What follows belongs to an exercise in optimizing a design on an open flow for small area and a short achievable clock period; a production flow would make more cautious choices.
No run shown here included a check of the RTL's function; only the layout flow was run.
Power is estimated from default activity; no workload was simulated.

## flow/design.v (module list and top-level ports; edited modules follow where they fit)
// module mult_cell: 4 lines
// module mult_ha: 4 lines
// module mult_buf: 3 lines
// module mult_inv: 3 lines
// module mult_nand2: 3 lines
// module mult_nor2: 3 lines
// module mult_orpn: 3 lines
// module mult_andpn: 3 lines
// module mult_aoi21b: 3 lines
// module mult_oai21b: 3 lines
// module mult_aoi21: 3 lines
// module mult_oai21: 3 lines
// module mult_man: 2068 lines
module mult_man (
  input clk, input rstn, input data_rdy,
  input [16:0] mult1_signed, input [16:0] mult2_signed,
  output [31:0] res, output [33:0] res_signed, output res_rdy, output [32:0] res_final);
  // ...
==> flow/flow/run.sh <==
#!/bin/bash
# The standard layout (standard.sh) with two changes:
# - the port buffers that buffer_ports inserts are sky130_fd_sc_hd__buf_2 cells (resized later as
#   needed) instead of the delay cell buffer_ports picks by itself; every port still gets one;
# - ABC maps the design's small gate modules for a 1 fF load instead of 5 fF, so that it does
#   not pick x2/x4 drive strengths for single gates (the resizer upsizes where timing needs it).
set -euo pipefail
bash standard.sh 'BUFFER_PORTS_ARGS=-buffer_cell sky130_fd_sc_hd__buf_2' ABC_LOAD_IN_FF=1 finish > standard_flow.log 2>&1
==> flow/standard.sh <==
#!/bin/bash
# synth_recipe.tcl (not shown) runs the flow's synth.tcl, then flattens the netlist and writes it again
# the make line also repeats each setting of config.mk as NAME=value (left out here)
make -C /OpenROAD-flow-scripts/flow DESIGN_CONFIG=/design/flow/config.mk WORK_HOME=/design/flow/orfs CLKGATE_MAP_FILE= SYNTH_SCRIPT=/design/flow/synth_recipe.tcl "${@:-finish}"
==> flow/config.mk <==
export PLATFORM = sky130hd
export DESIGN_NAME = mult_man
export DESIGN_NICKNAME = mult_man
export VERILOG_FILES = /design/flow/design.v
export SDC_FILE = /design/flow/constraint.sdc
export NUM_CORES = 4
export LEC_CHECK = 0
export CAP_MARGIN = 20
export CORE_MARGIN = 2
export CORE_UTILIZATION = 40
export PLACE_DENSITY = 0.8
export SETUP_SLACK_MARGIN = 2.2
export SLEW_MARGIN = 20
export SYNTH_HIERARCHICAL = 1
export TNS_END_PERCENT = 0
==> flow/constraint.sdc <==
create_clock -name core_clock -period 4.5 [get_ports {clk}]
set_input_delay 0.9000 -clock core_clock [delete_from_list [all_inputs] [get_ports {clk}]]
set_output_delay 0.9000 -clock core_clock [all_outputs]
set_load 0.01 [all_outputs]
==> flow_metrics.tcl, run 1 <==
set metrics [dict create \
    most_area_consuming_cells_after_synthesis "fa_1 (27%), dfxtp_1 (26%), dfrtp_1 (12%)" \
    asyncSetResetFlopFracSynth 0.262 \
    top_level_ports 137 \
    critical_path_depth 4 \
    drv_cap 0 \
    cp_common_cell "fa_1" \
    antenna_violations_before_repair 0 \
    post_detailed_route_drc_marker_count 0 \
    timing_worst_slew_pin_value_ns 0.999 \
    fp.coreArea_um2 35700 \
    power_frac_seq 0.337 \
    clockNetworkAreaShare 0.0536 \
    timing.fmax_mhz 439 \
    detailedRoute.firstPassIterationCount 5 \
    fraction_of_final_layout_cells_sized_beyond_drive_strength_1 0.158 \
    dieArea_um2 37800 \
    finalNonFillerCells 2026 \
    power.sequential.total_uw 4060 \
    worst_slack_after_detailed_placement_ns 1.72 \
    cp-startpoint "p1_am_4" \
    final_cell_mix "nand2_1 (376), fa_1 (198), dfxtp_1 (156)" \
    layout_setup_ws_ns 2.22 \
    place.detailed.hpwl_mm 22.6 \
    finalMaxSlewViolations 0 \
    placed_standard_cell_area_um2 15500 \
    synthMostInstantiatedCell "nand2_1" \
    worst_min_delay_path_category "register to register" \
    fill_cells 3163 \
    cts_root_buffer "clkbuf_16" \
    route.detailed.wl_per_inst_um 15.9 \
    clock_buffer_count 35 \
    run_status "finished clean" \
    worst_slew_margin_rel 0.333 \
    hp-start "p2_c3_0" \
    grt_pass1_vias 10612 \
    power_density_nw_per_um2 723 \
    first_iter_violations 726 \
    synth_sequential_area_ratio 0.382 \
    dieHeight_um 195 \
    synth_top_family_by_area "adder cells" \
    overflow 0 \
    cts_inserted_buffers 25 \
    power_leakage_uw 0.00686 \
]
==> run 2: changes to the inputs <==
--- a/flow/config.mk
+++ b/flow/config.mk
@@ -8,6 +8,6 @@
 export CAP_MARGIN = 20
 export CORE_MARGIN = 2
-export CORE_UTILIZATION = 40
-export PLACE_DENSITY = 0.8
+export CORE_UTILIZATION = 55
+export PLACE_DENSITY = 0.7
 export SETUP_SLACK_MARGIN = 2.2
 export SLEW_MARGIN = 20
==> run 2 against run 1 <==
Via count is 3.0% lower. Final area is 1.7% lower. Clock-buffer cell count is 4 higher. Combinational power is 4.2% lower. Non-clock buffer count is 1 lower. First-iteration DRC count is 6.2% lower. Hold slack worse by 0.015 ns. Critical path depth stayed put. Critical path type unchanged. Largest cell class unchanged. Highest routed layer unchanged.
==> flow_metrics.tcl, run 2 <==
set metrics [dict create \
    die_width_um 166 \
    drt-vias-per-instance 5.04 \
    final_cell_mix "nand2_1 (376), fa_1 (198), dfxtp_1 (156)" \
    post_route_minimum_period_ns 2.27 \
    r2r_start "p1_am_15" \
    final.setup_skew_ns 0.0237 \
    clock_tree.buffer_depth 3 \
    largest-register "rs_q" \
    largest_register_ffs 33 \
    synth_seq_cells 260 \
    postSynthCellCount 1414 \
    cpLargestDelayFamily "adder cells" \
    post_detailed_route_drc_marker_count 0 \
    starting_utilization_of_the_core_area 0.559 \
    critical_path_depth 4 \
    setup_violations 0 \
    synth_top_family_by_area "adder cells" \
    power_density_nw_per_um2 706 \
    yosys.area_share.adder 0.273 \
    startpoint_class_of_the_critical_path "register" \
    globalplace.congestion 0.902 \
    grt_pass1_vias 9739 \
    finalMaxSlewViolations 0 \
    drv_cap 0 \
    synthTopCellsByCount "nand2_1 (377), fa_1 (198), dfxtp_1 (192), nor2_1 (130), xor2_1 (85)" \
    rsz0062_at_grt "true" \
    cts-htree-levels 1 \
    most_area_consuming_cells_after_synthesis "fa_1 (27%), dfxtp_1 (26%), dfrtp_1 (12%)" \
    areaGrowthSynthToFinish_pct 13.1 \
    cts_root_buffer "clkbuf_16" \
    cts_inserted_buffers 26 \
    synth_sequential_area_ratio 0.382 \
    synth_fp_nets 1649 \
    timing.setup.critical_path_class "register to register" \
    worst_min_delay_path_category "register to register" \
    placed_standard_cell_area_um2 15300 \
    worst_setup_path_end_kind "register" \
    worst_slack_after_detailed_placement_ns 1.79 \
    cp-startpoint "p1_am_15" \
    number_of_cells_on_the_worst_hold_path 0 \
    syn_area_um2 14500 \
    yosysTopAreaCell "fa_1" \
    clk_latency_ns 0.53 \
    detailedRoute.firstPassIterationCount 5 \
    post_synth_and_or_nand_nor_area_fraction 0.191 \
    clk_pin_slew_worst_paths_ns 0.06 \
    antenna-diode-count 0 \
    synthMostInstantiatedCell "nand2_1" \
    global_route_wire_length_before_repair_mm 48.2 \
    register_to_register_path_depth 4 \
    largestRegisters "rs_q: 33 flops, r_q: 31 flops" \
    worst_slew_margin_rel 0.396 \
    critPathArrivalTime_ns 2.64 \
    fin_setup_tns_ns 0 \
    cp_max_fo 16 \
    synth.area.mux_share 0 \
    worst_path_max_delay_cell "dfxtp_2" \
    mostFrequentLayoutCell "nand2_1" \
    min_period_over_period 0.504 \
    dieHeight_um 166 \
    timing.fmax_mhz 441 \
    wl_mm 29.0 \
    buf_inv_stages_crit_path 0 \
    route.detailed.wl_per_inst_um 15.3 \
    route.antenna.remaining_nets 0 \
    critical_path_rt_ns 4.87 \
    r2r-end "p2_c18_2" \
    asyncSetResetFlopFracSynth 0.262 \
    first_iter_violations 681 \
    cts.sinks 260 \
    dieArea_um2 27700 \
    site_row_count 59 \
    max_stage_delay_ns 0.57 \
    yosys_warnings 7 \
    final_core_util 0.632 \
    via_count 9557 \
    cp_common_cell "fa_1" \
    internal_reg_to_reg_setup_slack_ns 2.23 \
    hold_viol 0 \
    run_status "finished clean" \
    synthFlopType "dfxtp_1" \
    synth_edf_count 0 \
    cts_tree "done" \
    fp.coreArea_um2 26000 \
    ir_drop_v 0.000395 \
    cp_cell_sequence "nand2_1 > fa_1 > fa_1 > fa_1" \
    whs_endpoint "p3_h0_0" \
    synth-compound-area-share 0.0260 \
    antenna_violations_before_repair 1 \
    fill_cells 2093 \
    post_synth_xor_area_fraction 0.0940 \
    fraction_of_final_layout_cells_sized_beyond_drive_strength_1 0.154 \
    groute.usage.overall 0.213 \
    grt_max_degree 45 \
    layout_setup_ws_ns 2.23 \
    post_synth.cell_area_avg_um2 10.3 \
    top_level_ports 137 \
    overflow 0 \
    num-nets-final 1780 \
    hp-start "p2_c0_0" \
    power_leakage_uw 0.00681 \
    finish.instance_area_um2 16400 \
    yosysTopAreaCellShare 0.273 \
    timing_worst_slew_pin_value_ns 0.906 \
    place.port_buffers 135 \
    place.detailed.hpwl_mm 20.9 \
    distinct_cells_synth 24 \
]
==> run 2: cell counts after synthesis <==
Identical to the previous run, type by type.
==> run 2: routing by layer <==
| layer | part of all wire | global-route usage | wire, um |
|---|---|---|---|
| met2 | 0.44 | 0.339 | 12900 |
| met5 | 0 | 0 | 0 |
| met1 | 0.44 | 0.297 | 12700 |
| met4 | 0.024 | 0.0656 | 696 |
| met3 | 0.096 | 0.0449 | 2780 |
==> run 2: repair_timing <==
| item | 4_1_cts | 5_1_grt |
|---|---|---|
| cloned | 0 | 0 |
| setup buffers | 4 | 9 |
| gates resized for setup | 47 | 35 |
| pin swaps | 2 | 6 |
| hold buffers | 0 | 0 |
| setup endpoints to repair | 95 | 59 |
==> run 2: report_power, final <==
group | switching, uW | total [uW] | internal (uW)
sequential | 766 | 4040 | 3280
clock | 832 | 2020 | 1190
combinational | 2890 | 5530 | 2640
==> run 2: final cells by class <==
type                            instances  area (um2)  area share
Timing Repair Buffer                  149         806      0.0491
Clock inverter                          6        35.0     0.00213
Tap cell                              335         419      0.0255
Sequential cell                       260        5670       0.345
Multi-Input combinational cell       1067        8550       0.521
Inverter                               41         154     0.00938
Clock buffer                           39         781      0.0476
==> run 2: cells by family (layout without fill, tap and decap cells) <==
logic type / Yosys count / count (layout)
buffers and inverters: 87 / 235
other: 1 / 1
and+or+nand+nor: 644 / 644
AOI/OAI and AO/OA: 69 / 69
DFF: 260 / 260
adders and majority gates: 198 / 198
xor gates and xnor gates: 155 / 155
==> run 2: worst max path at each step <==
stage                to  slack, ns
6_report       p2_c18_2       2.23
5_1_grt        rs_q[25]       2.14
4_1_cts        p2_c18_3       2.17
3_5_place_dp   rs_q[25]       1.79
3_3_place_gp   rs_q[25]       1.84
2_1_floorplan  rs_q[28]       2.24
==> run 2: metrics by stage <==
step	instances	power [uW]	hold slack [ns]
after CTS	1888	11600	0.322
after global placement	1839	9280	0.314
after detailed placement	1839	9490	0.312
after floorplan	1414	8110	0.310
after global routing	1897	12600	0.328
final	1897	11600	0.313
==> run 2: Yosys stat by module (local to each module, per instance) <==
module / copies in the design / cells / area (um2) / flip-flops and latches
mult_andpn: 50 / 1 / 6.26 / 0
mult_oai21: 21 / 1 / 5.00 / 0
mult_inv: 40 / 1 / 3.75 / 0
mult_aoi21: 35 / 1 / 5.00 / 0
mult_nor2: 92 / 1 / 3.75 / 0
mult_man: 1 / 599 / 7920 / 260
mult_aoi21b: 11 / 1 / 7.51 / 0
mult_orpn: 31 / 1 / 6.26 / 0
mult_nand2: 335 / 1 / 3.75 / 0
mult_oai21b: 2 / 1 / 7.51 / 0
mult_cell: 198 / 1 / 20.0 / 0
==> run 3: changes to the inputs <==
--- a/flow/config.mk
+++ b/flow/config.mk
@@ -8,6 +8,6 @@
 export CAP_MARGIN = 20
 export CORE_MARGIN = 2
-export CORE_UTILIZATION = 55
-export PLACE_DENSITY = 0.7
+export CORE_UTILIZATION = 70
+export PLACE_DENSITY = 0.85
 export SETUP_SLACK_MARGIN = 2.2
 export SLEW_MARGIN = 20
==> run 3 against run 2 <==
First-iteration DRC count increased by 43%. Hold slack better by 0.015 ns. Critical endpoint is now p2_c18_3. Largest cell class unchanged. Critical path type unchanged. Clock skew is 0.012 ns lower. Fmax is 4.2% lower.
==> flow_metrics.tcl, run 3 <==
set metrics [dict create \
    synthMostInstantiatedCell "nand2_1" \
    dieHeight_um 148 \
    min_period_over_period 0.527 \
    yosysTopAreaCellShare 0.273 \
    post_synth.cell_area_avg_um2 10.3 \
    clock_tree.buffer_depth 3 \
    overflow 0 \
    asyncSetResetFlopFracSynth 0.262 \
    power_frac_seq 0.336 \
    critPathArrivalTime_ns 2.76 \
    largest-register "rs_q" \
    fill_cells 1195 \
    post_route_minimum_period_ns 2.37 \
    worst_setup_path_end_kind "register" \
    dieArea_um2 21900 \
    final.setup_skew_ns 0.0120 \
    fraction_of_final_layout_cells_sized_beyond_drive_strength_1 0.147 \
    site_row_count 52 \
    via_count 10079 \
    power_leakage_uw 0.00680 \
    grt_max_degree 39 \
    finalMaxSlewViolations 0 \
    area_occupied_by_multi_input_gates_um2 8540 \
    cts-htree-levels 1 \
    startpoint_class_of_the_critical_path "register" \
    groute.usage.overall 0.295 \
    timing.hold.ws_ns 0.328 \
    areaGrowthSynthToFinish_pct 12.4 \
    cell_internal_pwr_uw 7270 \
    num-nets-final 1776 \
    synthTopCellsByCount "nand2_1 (377), fa_1 (198), dfxtp_1 (192), nor2_1 (130), xor2_1 (85)" \
    timing.fmax_mhz 422 \
    wl_mm 31.7 \
    route.detailed.wl_per_inst_um 17.3 \
    first_iter_violations 971 \
    starting_utilization_of_the_core_area 0.715 \
    synth_fp_nets 1649 \
    rsz0062_at_grt "true" \
    dp_cells 1774 \
    yosysTopAreaCell "fa_1" \
    max_stage_delay_ns 0.58 \
    finish.instance_area_um2 16300 \
    detailedRoute.firstPassIterationCount 6 \
    cts_tree "done" \
    post_detailed_route_drc_marker_count 0 \
    number_of_cells_on_the_worst_hold_path 0 \
    antenna_violations_before_repair 1 \
    register_to_register_path_depth 4 \
    placed_standard_cell_area_um2 15200 \
    synthFlopType "dfxtp_1" \
    cp_common_cell "fa_1" \
    power_density_nw_per_um2 744 \
    cp_cell_sequence "nand2_1 > fa_1 > fa_1 > fa_1" \
    net-switching-power_uw 4880 \
    drv_cap 0 \
    fin_setup_tns_ns 0 \
    pwr-share-clk 0.180 \
    most_area_consuming_cells_after_synthesis "fa_1 (27%), dfxtp_1 (26%), dfrtp_1 (12%)" \
    global_route_wire_length_before_repair_mm 51.3 \
    worst_path_max_delay_cell "dfxtp_2" \
    postSynthCellCount 1414 \
    post_synth_xor_area_fraction 0.0940 \
    drt-vias-per-instance 5.50 \
    clk_latency_ns 0.52 \
    place.detailed.hpwl_mm 21.5 \
    post_synth_and_or_nand_nor_area_fraction 0.191 \
    seq_area_um2 5630 \
    power.combinational.fraction 0.485 \
    timing.setup.critical_path_class "register to register" \
    largest_register_ffs 33 \
    synth_edf_count 0 \
    grt_pass1_vias 10414 \
    syn_area_um2 14500 \
    worst_min_delay_path_category "register to register" \
    place.port_buffers 135 \
    largestRegisters "rs_q: 33 flops, r_q: 31 flops" \
    synth.area.mux_share 0 \
    setup_violations 0 \
    timing_worst_slew_pin_value_ns 0.894 \
    mostFrequentLayoutCell "nand2_1" \
    final_cell_mix "nand2_1 (377), fa_1 (198), dfxtp_1 (159)" \
    cts_hold_repair.buffers 0 \
    route.antenna.remaining_nets 0 \
    run_status "finished clean" \
    synth_seq_cells 260 \
    cts_inserted_buffers 26 \
    fp.coreArea_um2 20300 \
    finalNonFillerCells 1832 \
    hold_viol 0 \
    synth_top_family_by_area "adder cells" \
    worst_slew_margin_rel 0.403 \
    globalplace.congestion 0.897 \
    yosys.area_share.adder 0.273 \
    finalPower_uw 12100 \
    top_level_ports 137 \
    synth-compound-area-share 0.0260 \
    cts.sinks 260 \
    ir_drop_v 0.000413 \
    cp_max_fo 16 \
    synth_sequential_area_ratio 0.382 \
    clk_pin_slew_worst_paths_ns 0.06 \
    distinct_cells_synth 24 \
    die_width_um 148 \
    critical_path_rt_ns 4.89 \
    cts_root_buffer "clkbuf_16" \
    switching_share 0.402 \
    yosys_warnings 7 \
]
[run 3: path summary, 6_finish.rpt]
check / endpoint / slack (ns) / start
worst max-delay path: p2_c18_3 / 2.13 / p1_bm_4
worst min-delay path: p3_n_0 / 0.33 / p2_n_0
worst max register to register: p2_c18_3 / 2.13 / p1_bm_4
worst min register to register: p3_n_0 / 0.33 / p2_n_0
max in group asynchronous: rdy_q / 3.17 / rstn
min in group asynchronous: r_q[10] / 0.44 / rstn
[run 3: power by group through the flow]
stage / clock, uW / sequential (uW) / combinational [uW]
3_5_place_dp: 0 / 4060 / 5570
3_3_place_gp: 0 / 4010 / 5170
5_1_grt: 2330 / 4170 / 6480
6_report: 2190 / 4070 / 5880
4_1_cts: 2230 / 4060 / 5820
2_1_floorplan: 0 / 3960 / 4140
[run 3: timing repair]
action                                  in CTS  in global routing
hold endpoints to repair                     0                  0
cloned                                       0                  1
gates resized for setup                     55                  6
pin swaps                                    1                  2
setup buffers                                4                  4
endpoints found under the setup margin      95                 78
[run 3: final cells by class]
class,instances,area share
Timing Repair inverter,1,0.000307
Tap cell,270,0.0207
Sequential cell,260,0.345
Antenna cell,1,0.000153
Inverter,41,0.00966
Clock buffer,35,0.0471
Clock inverter,13,0.00729
Timing Repair Buffer,144,0.0463
Multi-Input combinational cell,1067,0.523
[run 3: kinds of logic (layout without fill, tap and decap cells)]
| kind of cell | after synthesis | after routing |
|---|---|---|
| xor+xnor | 155 | 155 |
| fa+ha+maj | 198 | 198 |
| flops | 260 | 260 |
| other cells | 1 | 2 |
| simple gates | 644 | 644 |
| buf+inv | 87 | 234 |
| compound gates | 69 | 69 |
[run 3: critical path, delay by kind of cell (launching register included)]
family        cells  cell delay [ns]
simple gates      1             0.15
flops             1             0.58
fa+ha+maj         3             1.51
[run 3: Yosys stat by module (local to each module, per instance)]
module | times used | cells | cell area (um2)
mult_man | 1 | 599 | 7920
mult_cell | 198 | 1 | 20.0
mult_aoi21b | 11 | 1 | 7.51
mult_oai21b | 2 | 1 | 7.51
mult_andpn | 50 | 1 | 6.26
mult_orpn | 31 | 1 | 6.26
mult_aoi21 | 35 | 1 | 5.00
mult_oai21 | 21 | 1 | 5.00
mult_inv | 40 | 1 | 3.75
mult_nand2 | 335 | 1 | 3.75
mult_nor2 | 92 | 1 | 3.75
[run 3: layer usage]
layer  up-vias  track usage  wire length, um
li1       4528            -                -
met1      4809        0.371            11900
met2       630        0.508            15600
met3       112       0.0639             3120
met4         0        0.110             1030
met5         -            0                0
[run 3: per-stage QoR]
step	setup slack (ns)	util
global placement	1.87	0.750
global route	2.05	0.804
floorplan	2.24	-
detailed placement	1.75	0.750
CTS	2.17	0.801
finish	2.13	0.804
==> run 4: changes to the inputs <==
--- a/flow/config.mk
+++ b/flow/config.mk
@@ -8,6 +8,8 @@
 export CAP_MARGIN = 20
 export CORE_MARGIN = 2
-export CORE_UTILIZATION = 70
-export PLACE_DENSITY = 0.85
+export CORE_UTILIZATION = 40
+export CTS_BUF_LIST = sky130_fd_sc_hd__clkbuf_8 sky130_fd_sc_hd__clkbuf_16
+export CTS_CLUSTER_DIAMETER = 60
+export CTS_CLUSTER_SIZE = 20
 export SETUP_SLACK_MARGIN = 2.2
 export SLEW_MARGIN = 20
==> run 4 against run 3 <==
Via count is 5.6% lower. Fmax is 2.2% higher. Cell count is 10% higher. Largest power group unchanged. Final area is 1.5% higher. First-iteration DRC count is 44% lower. Combinational power is 4.1% lower. Register-to-register slack better by 0.05 ns. Still clean. Critical endpoint unchanged. Synthesized cell count stayed put. Clock-buffer cell count is 12 lower. Setup slack better by 0.051 ns. Sequential power hardly changed.
==> flow_metrics.tcl, run 4 <==
set metrics [dict create \
    worst_slew_margin_rel 0.405 \
    yosysTopAreaCellShare 0.273 \
    cts-htree-levels 1 \
    fp.coreArea_um2 35700 \
    cp_cell_sequence "nand2_1 > fa_1 > fa_1 > fa_1" \
    detailedRoute.firstPassIterationCount 8 \
    drt-vias-per-instance 4.71 \
    postSynthCellCount 1414 \
    worst_min_delay_path_category "input pin to asynchronous set/reset pin" \
    overflow 0 \
    dieArea_um2 37800 \
    groute.usage.overall 0.166 \
    clock_tree.buffer_depth 3 \
    final_cell_mix "nand2_1 (376), fa_1 (198), dfxtp_1 (155)" \
    starting_utilization_of_the_core_area 0.407 \
    syn_area_um2 14500 \
    areaGrowthSynthToFinish_pct 14.0 \
    place.port_buffers 135 \
    grt_max_degree 48 \
    synth_fp_nets 1649 \
    cp_max_fo 16 \
    post_synth_and_or_nand_nor_area_fraction 0.191 \
    site_row_count 69 \
    run_status "finished clean" \
    dp_cells 1965 \
    power_leakage_uw 0.00680 \
    finalMaxSlewViolations 0 \
    global_route_wire_length_before_repair_mm 51.1 \
    timing.setup.critical_path_class "register to register" \
    post_detailed_route_drc_marker_count 0 \
    timing.fmax_mhz 431 \
    synthMostInstantiatedCell "nand2_1" \
    power_density_nw_per_um2 707 \
    critPathArrivalTime_ns 2.71 \
    clk_latency_ns 0.53 \
    final.setup_skew_ns 0.0185 \
    yosys_warnings 7 \
    largest-register "rs_q" \
    drt-met1-wl_mm 14.2 \
    wl_mm 30.7 \
    ir_drop_v 0.000285 \
    yosysTopAreaCell "fa_1" \
    most_area_consuming_cells_after_synthesis "fa_1 (27%), dfxtp_1 (26%), dfrtp_1 (12%)" \
    top_level_ports 137 \
    synthFlopType "dfxtp_1" \
    route.detailed.wl_per_inst_um 15.2 \
    timing.hold.ws_ns 0.318 \
    antenna_violations_before_repair 0 \
    synth_edf_count 0 \
    worst_path_max_delay_cell "dfxtp_2" \
    setup_violations 0 \
    yosys.area_share.adder 0.273 \
    antenna-diode-count 0 \
    rsz0062_at_grt "true" \
    cts_tree "done" \
    buf_inv_stages_crit_path 0 \
    worst_setup_path_end_kind "register" \
    cpLargestDelayFamily "adder cells" \
    cts_inserted_buffers 23 \
    mostFrequentLayoutCell "nand2_1" \
    post_route_minimum_period_ns 2.32 \
    place.detailed.hpwl_mm 22.5 \
    synth_seq_cells 260 \
    post_synth_xor_area_fraction 0.0940 \
    synth_sequential_area_ratio 0.382 \
    die_width_um 195 \
    synthTopCellsByCount "nand2_1 (377), fa_1 (198), dfxtp_1 (192), nor2_1 (130), xor2_1 (85)" \
    met3RoutedLength_mm 2.62 \
    cts.sinks 260 \
    num-nets-final 1781 \
    largest_register_ffs 33 \
    max_stage_delay_ns 0.59 \
    synth_top_family_by_area "adder cells" \
    fin_setup_tns_ns 0 \
    distinct_cells_synth 24 \
    grt_pass1_vias 9920 \
    largestRegisters "rs_q: 33 flops, r_q: 31 flops" \
    hold_viol 0 \
    clk_pin_slew_worst_paths_ns 0.07 \
    critical_path_rt_ns 4.89 \
    via_count 9518 \
    route.antenna.remaining_nets 0 \
    startpoint_class_of_the_critical_path "register" \
    timing_worst_slew_pin_value_ns 0.892 \
    finalNonFillerCells 2021 \
    asyncSetResetFlopFracSynth 0.262 \
    cts_hold_repair.buffers 0 \
    dr_wl_met2_mm 13.4 \
    cts_root_buffer "clkbuf_16" \
    post_synth.cell_area_avg_um2 10.3 \
    synth.area.mux_share 0 \
    fraction_of_final_layout_cells_sized_beyond_drive_strength_1 0.156 \
    synth-compound-area-share 0.0260 \
    globalplace.congestion 0.821 \
    cp_common_cell "fa_1" \
    min_period_over_period 0.515 \
    drv_cap 0 \
    first_iter_violations 543 \
    dieHeight_um 195 \
    maxUsedRoutingLayer "met4" \
]
run 4: worst register-to-register path: cells and delay by family, from the launching register on:
kind / cells / cell delay, ns
simple gates: 1 / 0.15
fa+ha+maj: 3 / 1.45
flops: 1 / 0.59
run 4: final timing paths:
path                       slack (ns)  endpoint      from  cells after the start
setup / recovery                 2.18  p2_c18_3  p1_am_14                      4
hold / removal                   0.32  rs_q[13]      rstn                      1
hold reg to reg                  0.33   p3_h4_0   p2_c4_0                      0
setup reg to reg                 2.18  p2_c18_3  p1_am_14                      4
max in group asynchronous        3.25   r_q[28]      rstn                      2
min in group core_clock          0.33   p3_h4_0   p2_c4_0                      0
run 4: modules after synthesis (local to each module, per instance):
| module | cell area (um2) | flops+latches |
|---|---|---|
| mult_orpn | 6.26 | 0 |
| mult_aoi21b | 7.51 | 0 |
| mult_cell | 20.0 | 0 |
| mult_nor2 | 3.75 | 0 |
| mult_aoi21 | 5.00 | 0 |
| mult_nand2 | 3.75 | 0 |
| mult_man | 7920 | 260 |
| mult_inv | 3.75 | 0 |
| mult_andpn | 6.26 | 0 |
| mult_oai21 | 5.00 | 0 |
| mult_oai21b | 7.51 | 0 |
run 4: logic make-up (layout without fill, tap and decap cells):
| kind of cell | after synthesis | in the layout |
|---|---|---|
| buffers and inverters | 87 | 233 |
| AOI/OAI and AO/OA | 69 | 69 |
| DFF | 260 | 260 |
| other | 1 | 1 |
| and+or+nand+nor | 644 | 644 |
| xor gates and xnor gates | 155 | 155 |
| adders and majority gates | 198 | 198 |
run 4: routing by layer:
layer / vias up / GRT usage
met5: - / 0
met3: 34 / 0.0390
li1: 4519 / -
met1: 4587 / 0.236
met4: 0 / 0.0379
met2: 378 / 0.259
run 4: where the power goes:
part,switching (uW),leakage (uW),internal [uW],total (uW)
logic,2960,0.00393,2680,5640
clock network,960,0.000382,1050,2010
registers,779,0.00249,3270,4050
run 4: cell type report:
| cell class | count | area, um2 |
|---|---|---|
| tap | 461 | 577 |
| timing repair buffer | 153 | 836 |
| inverter | 41 | 154 |
| clock buffer | 23 | 576 |
| multi-input combinational | 1067 | 8550 |
| clock inverter | 16 | 199 |
| sequential | 260 | 5660 |
| fill | 3367 | 19100 |
run 4: repair_timing:
action	in CTS	in global routing
endpoints found under the setup margin	96	77
resized for setup	36	44
cloned	0	0
hold endpoints to repair	0	0
pin swaps	1	2
buffers inserted	5	12
run 4: through the flow:
step / setup slack (ns) / cell area [um2] / utilization / total power [uW]
floorplan: 2.24 / 14500 / - / 8110
global placement: 1.74 / 15500 / 0.433 / 9460
detailed placement: 1.67 / 15500 / 0.433 / 9630
CTS: 2.10 / 16300 / 0.458 / 11700
global route: 2.15 / 16600 / 0.464 / 12800
finish: 2.18 / 16600 / 0.464 / 11700

[afterwards: timing with drivers on the ports]
The flow's constraints put no driver on any port. The routed layouts listed below were extracted and timed again, unchanged, in two steps. Step 1 assumes that a clkbuf_16 drives the clock port and a buf_2 every other input. Step 2 also shifts input and output timing later by t, the mid clock arrival at the registers, as if the neighbouring blocks saw the same clock. Three values: ideal ports, drivers, drivers and shift; two values: the first two.
run	t, ns	setup WS [ns]	worst data-port slew with drivers (ns)
run 1	0.573	2.224 / 2.224 / 2.224	0.04
run 2	0.561	2.230 / 2.230 / 2.230	0.03
run 3	0.564	2.129 / 2.129 / 2.129	0.03
run 4	0.576	2.181 / 2.181 / 2.181	0.03
After both steps every run listed still meets setup and hold.
